This design comes from an exercise in tuning for small area on the open sky130 flow, not from production work.
Only simulation tests tie the RTL to the original design; equivalence was not proved.
Power is estimated from default activity; no workload was simulated.

// motor_subsystem
module motor_subsystem(
    input           reset_n,         
    input           clock,           
    input           spi_clock,       
    input           cs_n,            
    input           mosi,            
    output          miso,            
    output  [3:0]   sr_pwm,          
    output  [3:0]   scl,             
    input   [3:0]   sda_in,          
    output  [3:0]   sda_out,         
    output  [3:0]   sda_oe,          
    output  [3:0]   sd_pwm,          
    output  [3:0]   servo_pwm,       
    output          status_fault,    
    output          status_pi,       
    output          status_ps4,      
    output          status_debug     
);
reg   [10:0]    div_cntr;
always @(posedge clock or negedge reset_n) begin
    if(~reset_n)
        div_cntr    <= 11'h040;
    else
        div_cntr    <= div_cntr + 11'h1;
end
wire            low5        = &div_cntr[4:0];
wire            en5         = low5 & ~div_cntr[5];                       
wire            en6         = low5 & div_cntr[5] & div_cntr[6];          
wire            en10        = low5 & div_cntr[5] & (div_cntr[10:6] == 5'b10000);    
wire  [1:0]     i2c_phase   = div_cntr[8:7];
wire            i2c_step    = en6 & (div_cntr[8:7] == 2'b11);            
wire            i2c_sample  = en6 & (div_cntr[8:7] == 2'b10);            
wire  [5:0]     address;
wire            write_en, read_en;
wire  [7:0]     wr_data, rd_data;
wire  [7:0]     drv0, drv1, drv2, drv3;
wire  [7:0]     rot0, rot1, rot2, rot3;
wire  [11:0]    angle0, angle1, angle2, angle3;
wire  [7:0]     led_test;
spi spi(
    .reset_n    (reset_n),
    .clock      (clock),
    .spi_clk    (spi_clock),
    .cs_n       (cs_n),
    .mosi       (mosi),
    .miso       (miso),
    .address    (address),
    .write_en   (write_en),
    .wr_data    (wr_data),
    .read_en    (read_en),
    .rd_data    (rd_data)
);
reg_file rf(
    .reset_n    (reset_n),
    .clock      (clock),
    .address    (address),
    .write_en   (write_en),
    .wr_data    (wr_data),
    .read_en    (read_en),
    .rd_data    (rd_data),
    .drv0       (drv0),
    .drv1       (drv1),
    .drv2       (drv2),
    .drv3       (drv3),
    .rot0       (rot0),
    .rot1       (rot1),
    .rot2       (rot2),
    .rot3       (rot3),
    .angle0     (angle0),
    .angle1     (angle1),
    .angle2     (angle2),
    .angle3     (angle3),
  ...
Size in the first run: about 480 flip-flops, about 38 I/O pins, about 0.022 mm2 of cells after synthesis.
Settings: LEC_CHECK=0, CAP_MARGIN=20, CORE_MARGIN=2, CORE_UTILIZATION=55, SLEW_MARGIN=20; clock period 10.0 ns.
standard.sh (not shown) runs the stock make flow with config.mk's settings and CLKGATE_MAP_FILE= SYNTH_SCRIPT=/design/flow/synth_recipe.tcl, a recipe that flattens the netlist after the stock synthesis.
==> flow/flow/run.sh <==
#!/bin/bash
# The standard layout (standard.sh) with three changes:
#  - synthesis maps logic with an area-oriented ABC script (flow/synth.tcl, flow/area.abc);
#  - the clock tree uses clkbuf_8 leaf buffers, a clkbuf_16 root and no dummy loads;
#  - port buffers are buf_1.
# Every tool's output is in orfs/logs/; make's own output is in standard.log.
set -uo pipefail
HERE=$(pwd)
CTS="-sink_clustering_enable -repair_clock_nets -root_buf sky130_fd_sc_hd__clkbuf_8 -buf_list {sky130_fd_sc_hd__clkbuf_8} -sink_clustering_size 16 -sink_clustering_max_diameter 60 -dont_use_dummy_load"
bash standard.sh "SYNTH_SCRIPT=$HERE/flow/synth.tcl" "AREA_ABC_SCRIPT=$HERE/flow/area.abc" \
  "CTS_ARGS=$CTS" "BUFFER_PORTS_ARGS=-buffer_cell sky130_fd_sc_hd__buf_1" finish > standard.log 2>&1
==> flow/flow/area.abc <==
strash
&get -n
&fraig -x
&put
scorr
dc2
dretime
strash
&get -n
&syn2
&dch -f
&nf -R 1000
&put
strash
&get -n
&syn2
&dch -f
&nf -R 1000
&put
==> flow/flow/synth.tcl <==
# The standard flow's synthesis script (synth_recipe.tcl) with one change: ABC maps the combinational
# logic with an area-oriented script (flow/area.abc) instead of ORFS's speed script.
# Registers are mapped before ABC runs, so they are the standard synthesis's.
proc synth {args} { yosys synth -nofsm -noshare {*}$args }
proc abc {args} {
  set i [lsearch -exact $args -script]
  if {$i >= 0} { lset args [expr {$i+1}] $::env(AREA_ABC_SCRIPT) }
  puts "area abc: $args"
  yosys abc {*}$args
}
source $::env(SCRIPTS_DIR)/synth.tcl
# left out here: clear keep_hierarchy, flatten, clean up, hide names made inside functions, write 1_2_yosys.v
The first run went through all stages and came out clean.
Change:
--- a/flow/flow/run.sh
+++ b/flow/flow/run.sh
@@ -7,5 +7,5 @@
 set -uo pipefail
 HERE=$(pwd)
-CTS="-sink_clustering_enable -repair_clock_nets -root_buf sky130_fd_sc_hd__clkbuf_8 -buf_list {sky130_fd_sc_hd__clkbuf_8} -sink_clustering_size 16 -sink_clustering_max_diameter 60 -dont_use_dummy_load"
+CTS="-sink_clustering_enable -repair_clock_nets -root_buf sky130_fd_sc_hd__clkbuf_16 -buf_list {sky130_fd_sc_hd__clkbuf_16} -sink_clustering_size 36 -sink_clustering_max_diameter 80 -dont_use_dummy_load"
 bash standard.sh "SYNTH_SCRIPT=$HERE/flow/synth.tcl" "AREA_ABC_SCRIPT=$HERE/flow/area.abc" \
   "CTS_ARGS=$CTS" "BUFFER_PORTS_ARGS=-buffer_cell sky130_fd_sc_hd__buf_1" finish > standard.log 2>&1
The changed run ran to the end with no violations.
Power rises by 2.5%.
Fmax is higher by 0.91%.
Wire length decreases by 0.75%.
Register-to-register slack gets better by 0.09 ns.
Design area came out higher by 0.42%.
First-iteration DRC count went up by 3.6%.
Change:
--- a/flow/flow/run.sh
+++ b/flow/flow/run.sh
@@ -7,5 +7,5 @@
 set -uo pipefail
 HERE=$(pwd)
-CTS="-sink_clustering_enable -repair_clock_nets -root_buf sky130_fd_sc_hd__clkbuf_16 -buf_list {sky130_fd_sc_hd__clkbuf_16} -sink_clustering_size 36 -sink_clustering_max_diameter 80 -dont_use_dummy_load"
+CTS="-sink_clustering_enable -repair_clock_nets -root_buf sky130_fd_sc_hd__clkbuf_16 -buf_list {sky130_fd_sc_hd__clkbuf_8} -sink_clustering_size 16 -sink_clustering_max_diameter 60 -dont_use_dummy_load"
 bash standard.sh "SYNTH_SCRIPT=$HERE/flow/synth.tcl" "AREA_ABC_SCRIPT=$HERE/flow/area.abc" \
   "CTS_ARGS=$CTS" "BUFFER_PORTS_ARGS=-buffer_cell sky130_fd_sc_hd__buf_1" finish > standard.log 2>&1
Outcome: Cell count grows slightly. Routed wire length grows slightly. Sequential cell count does not change.

[what the ideal ports hide]
No port has a modelled driver above. Below, the same layouts with a new extraction and two added sets of constraints.
Step 1 sets driving cells, clkbuf_16 on the clock port and buf_2 on the other inputs (assumed; they add their load-dependent delay and slew).
Step 2 times the ports against the registers' clock, not the clock port: input delays grow and output delays shrink by t, the midpoint of the rising clock arrivals with the driver on.
Three values: ideal, step 1, step 2; two values: the first two.
run	t (ns)	setup WS [ns]	clock arrival spread, ns	worst data-port slew with drivers (ns)	pins driven straight from the clock port
the first run	0.661	4.753 / 4.696 / 5.357	0.081 / 0.082	0.06	1
the second run	0.625	4.800 / 4.741 / 5.366	0.120 / 0.121	0.06	1
the third run	0.591	4.819 / 4.761 / 5.352	0.060 / 0.060	0.06	1
After both steps every run listed still meets setup and hold.
